This is an optimization exercise on Yosys and OpenROAD, whose aim is small area, not a production implementation.
Function was checked by simulation only, so behaviour that the tests miss may differ from the original.
Power figures rest on the tool's default switching activity, not on a simulated workload.

Design fpga_bridge, start of the top module:
module fpga_bridge
(
    input  wire        sys_clk,
    input  wire        sys_rst,
    input  wire        avl_waitrequest,
    output wire [31:0] avl_address,
    output wire        avl_read,
    output wire        avl_write,
    output wire [31:0] avl_writedata,
    output wire [3:0]  avl_byteenable,
    output wire [7:0]  avl_burstcount,
    input  wire        avl_readdatavalid,
    input  wire [31:0] avl_readdata,
    input  wire        st_valid,
    output wire        st_ready,
    input  wire [31:0] st_data,
    input  wire        st_startofpacket,
    input  wire        st_endofpacket,
    input  wire        s_cyc,
    input  wire        s_stb,
    input  wire [31:0] s_adr,
    input  wire        s_we,
    input  wire [31:0] s_dat_ms,
    input  wire [3:0]  s_sel,
    input  wire [2:0]  s_cti,
    input  wire [1:0]  s_bte,
    output wire        s_ack,
    output wire [31:0] s_dat_sm,
    output wire        s_err,
    output wire        s_rty,
    output wire        m_cyc,
    output wire        m_stb,
    output wire [31:0] m_adr,
    output wire        m_we,
    output wire [31:0] m_dat_ms,
    output wire [3:0]  m_sel,
    output wire [2:0]  m_cti,
    output wire [1:0]  m_bte,
    input  wire        m_ack,
    input  wire [31:0] m_dat_sm,
    input  wire        m_err,
    input  wire        m_rty,
    input  wire [31:0] img_addr
);
avlst2wshb 
avlst2wshb_inst 
(
    .clk(sys_clk),
    .rst(sys_rst),
    .st_valid(st_valid),
    .st_ready(st_ready),
    .st_data(st_data),
    .st_startofpacket(st_startofpacket),
    .st_endofpacket(st_endofpacket),
    .m_cyc(m_cyc),
    .m_stb(m_stb),
    .m_adr(m_adr),
    .m_we(m_we),
    .m_dat_ms(m_dat_ms),
    .m_sel(m_sel),
    .m_cti(m_cti),
    .m_bte(m_bte),
    .m_ack(m_ack)
);
wshb2avl 
#(
    .ADDR_WIDTH(32),
    .DATA_WIDTH(32),
    .AVL_BURST_LENGTH(32)
)
wshb2avl_i 
(
    .clk(sys_clk),
    .rst(sys_rst),
    .s_cyc(s_cyc),
    .s_stb(s_stb),
    .s_adr(s_adr),
    .s_we(s_we),
    .s_dat_ms(s_dat_ms),
    .s_ack(s_ack),
    .s_dat_sm(s_dat_sm),
    .s_err(s_err),
    .s_rty(s_rty),
    .avl_waitrequest(avl_waitrequest),
    .avl_address(avl_address),
    .avl_read(avl_read),
    .avl_write(avl_write),
    .avl_writedata(avl_writedata),
    .avl_byteenable(avl_byteenable),
    .avl_burstcount(avl_burstcount),
    .avl_readdatavalid(avl_readdatavalid),
  ...
Size in the first run: about 3500 cells after synthesis.
==> flow/config.mk <==
export PLATFORM = sky130hd
export DESIGN_NAME = fpga_bridge
export DESIGN_NICKNAME = fpga_bridge
export VERILOG_FILES = /design/flow/design.v
export SDC_FILE = /design/flow/constraint.sdc
export NUM_CORES = 4
export LEC_CHECK = 0
export CAP_MARGIN = 5
export CORE_MARGIN = 2
export CORE_UTILIZATION = 40
export SLEW_MARGIN = 5
==> flow/constraint.sdc <==
create_clock -name core_clock -period 10.0 [get_ports {sys_clk}]
set_input_delay 2.0000 -clock core_clock [delete_from_list [all_inputs] [get_ports {sys_clk}]]
set_output_delay 2.0000 -clock core_clock [all_outputs]
set_load 0.01 [all_outputs]
standard.sh (not shown) runs the stock make flow with config.mk's settings and CLKGATE_MAP_FILE= SYNTH_SCRIPT=/design/flow/synth_recipe.tcl, a recipe that flattens the netlist after the stock synthesis.
==> flow/flow/run.sh <==
#!/bin/bash
# Standard ORFS layout (the standard.sh, unchanged synthesis), with:
#  - port buffers made of sky130_fd_sc_hd__buf_1 instead of the default cell,
#  - a clock tree of small clock buffers, larger sink clusters, no dummy loads,
#  - synthesis buffers removed before placement.
# Each step's full output goes to a log file in this folder.
set -euo pipefail
export BUFFER_PORTS_ARGS="-buffer_cell sky130_fd_sc_hd__buf_1"
export CTS_ARGS="-sink_clustering_enable -repair_clock_nets -dont_use_dummy_load -buf_list sky130_fd_sc_hd__clkbuf_4 -sink_clustering_size 10 -sink_clustering_max_diameter 40"
export REMOVE_ABC_BUFFERS=1
bash standard.sh synth > synth.log 2>&1
bash standard.sh finish > layout.log 2>&1
The baseline passed the timing, design-rule and antenna checks.
==> next run, changes <==
--- a/flow/design.v
+++ b/flow/design.v
@@ -163,23 +163,23 @@
 reg [1:0] r_wb_state;
 reg wb_avail_write;    
 reg avl_avail_read;    
 reg [ADDR_WIDTH-1:0] r_base;
 reg [3:0] r_wcnt;
 reg [5:0] r_rcnt;
+reg [ADDR_WIDTH-1:0] r_avl_base;
 reg [3:0] r_burst_avl_wr;
 reg [4:0] r_burst_count;
 wire wb_pending_write = (r_wb_state == WB_FIFO_WRITE);
 wire avl_pending_read = (r_avl_state == RD_BURST);
 wire [4:0] idx = wb_pending_write ? {1'b0, r_wcnt} : r_rcnt[4:0];
 wire match_addr = (s_adr == {r_base[ADDR_WIDTH-1:2] + idx, r_base[1:0]});
 reg [2:0] wf_wp, wf_rp;
 reg wf_full, wf_empty;
 wire wf_write = wb_pending_write && valid_write_req && match_addr;
 wire wf_read  = (r_avl_state == WR_BURST) && !avl_waitrequest;
-wire wf_put   = wf_write && !wf_full;
 always @(posedge clk)
 if (rst)
 begin
     wf_wp    <= 3'd0;
     wf_rp    <= 3'd0;
     wf_full  <= 1'b0;
@@ -197,16 +197,14 @@
         wf_full <= 1'b0;
     if (wf_read && !wf_write && (wf_rp == wf_wp - 1'b1))
         wf_empty <= 1'b1;
     else if (wf_empty && wf_write)
         wf_empty <= 1'b0;
 end
-wire wr_run_end = wb_pending_write && !wb_avail_write &&
-                  (wf_full || (valid_write_req && !match_addr) || valid_read_req);
 reg [DATA_WIDTH-1:0] rf_mem [0:31];
-wire [DATA_WIDTH-1:0] rf_wdata = avl_pending_read ? avl_readdata : s_dat_ms;
+wire wf_put = wf_write && !wf_full;
 wire rf_empty = (r_rcnt == (avl_pending_read ? {1'b0, r_burst_count} : 6'd32));
 wire rf_write = avl_pending_read && avl_readdatavalid;
 wire flush_now = (r_wb_state == WB_FIFO_FLUSH) && !avl_pending_read;
 wire rf_zero0  = flush_now || (rst && !(avl_pending_read && (r_burst_count != 5'd0)));
 always @(posedge clk)
 if (rf_zero0)
@@ -215,21 +213,16 @@
     rf_mem[0] <= avl_readdata;
 genvar gi;
 generate
 for (gi = 1; gi < 32; gi = gi + 1) begin : g_rf
     if (gi >= 8 && gi < 16) begin : g_shared
         always @(posedge clk)
-        if ((rf_write && (r_burst_count == gi)) || (wf_put && (wf_wp == gi - 8)))
-            rf_mem[gi] <= rf_wdata;
-    end
-    else if (gi == 16) begin : g_base
-        always @(posedge clk)
-        if (wr_run_end)
-            rf_mem[gi] <= r_base;
-        else if (rf_write && (r_burst_count == gi))
+        if (rf_write && (r_burst_count == gi))
             rf_mem[gi] <= avl_readdata;
+        else if (wf_put && (wf_wp == gi - 8))
+            rf_mem[gi] <= s_dat_ms;
     end
     else begin : g_rd
         always @(posedge clk)
         if (rf_write && (r_burst_count == gi))
             rf_mem[gi] <= avl_readdata;
     end
@@ -275,23 +268,22 @@
                 else
                     r_burst_count <= r_burst_count + 1'b1;
             end
         default:
             r_avl_state <= AVL_IDLE;
     endcase
-wire [ADDR_WIDTH-1:0] r_avl_base = rf_mem[16];
 wire [ADDR_WIDTH-1:0] wr_addr = {r_avl_base[ADDR_WIDTH-1:2] + r_burst_count[2:0], r_avl_base[1:0]};
 assign avl_address    = img_addr + ((r_avl_state == WR_BURST) ? wr_addr : s_adr);
 assign avl_read       = (r_avl_state == AVL_IDLE) && valid_read_req && !avl_avail_read &&
                         !(wb_pending_write || wb_avail_write);
 assign avl_write      = (r_avl_state == WR_BURST) && !wf_empty;
-wire [4:0] rf_ridx = (r_avl_state == WR_BURST) ? {2'b01, wf_rp} : r_rcnt[4:0];
-wire [DATA_WIDTH-1:0] rf_rdata = rf_mem[rf_ridx];
-assign avl_writedata  = rf_rdata;
+assign avl_writedata  = rf_mem[{2'b01, wf_rp}];
 assign avl_byteenable = '1;
 assign avl_burstcount = (r_avl_state == WR_BURST) ? {4'd0, r_burst_avl_wr} : AVL_BURST_LENGTH;
+wire wr_run_end = wb_pending_write && !wb_avail_write &&
+                  (wf_full || (valid_write_req && !match_addr) || valid_read_req);
 always @(posedge clk)
 if (rst)
     r_wb_state <= WB_IDLE;
 else
     case (r_wb_state)
         WB_IDLE:
@@ -320,12 +312,13 @@
 always @(posedge clk)
 begin
     if ((r_wb_state == WB_IDLE && valid_write_req) || avl_rd_start)
         r_base <= s_adr;
     if (wr_run_end)
     begin
+        r_avl_base     <= r_base;
         r_burst_avl_wr <= r_wcnt;
     end
 end
 wire wb_write_ack = wb_pending_write && valid_write_req && match_addr && !wf_full;
 wire wb_read_ack  = (r_wb_state == WB_FIFO_READ) && avl_avail_read && valid_read_req &&
                     match_addr && !rf_empty;
@@ -352,13 +345,13 @@
 else
 begin
     wb_avail_write <= wb_avail_write ? !avl_write_rst : wb_write_set;
     avl_avail_read <= avl_avail_read ? !wb_read_rst   : avl_read_set;
 end
 assign s_ack    = wb_read_ack || wb_write_ack;
-assign s_dat_sm = wb_pending_write ? rf_mem[0] : rf_rdata;
+assign s_dat_sm = rf_mem[r_rcnt[4:0]];
 assign s_err    = 1'b0;
 assign s_rty    = 1'b0;
 endmodule
 `default_nettype wire
 `default_nettype none
 module fpga_bridge
Effect: The changed run went through all stages and came out clean; total power went down by a few percent; core utilization is lower by 0.11 points; register-to-register slack is worse by 0.12 ns; cell area rose by a few percent; clock skew is higher by 0.0063 ns; non-clock buffer count came out lower by 21; critical path depth grows by 6; cell count increases by a few percent; sequential power is about the same; via count came out higher by roughly a tenth.

[port drivers added, routing unchanged]
In the flow no input, the clock included, has a driving cell. The finished layouts below were timed again as built, in two steps.
Step 1 assumes that a clkbuf_16 drives the clock port and a buf_2 every other input.
Step 2, shift: input delay + t, output delay - t, t = (earliest + latest rising clock arrival at the registers) / 2. This alone moves slack from input paths to output paths.
Slacks: no drivers / after step 1 / after step 2; pairs: no drivers / after step 1.
run | t (ns) | setup slack, ns | worst setup path after step 2 | cell pins on the clock port's net
the first run | 1.189 | 1.671 / 1.591 / 2.740 | input to output | 1
the second run | 1.294 | 1.605 / 1.518 / 2.295 | input to output | 1
After both steps setup and hold are still met in every run listed.
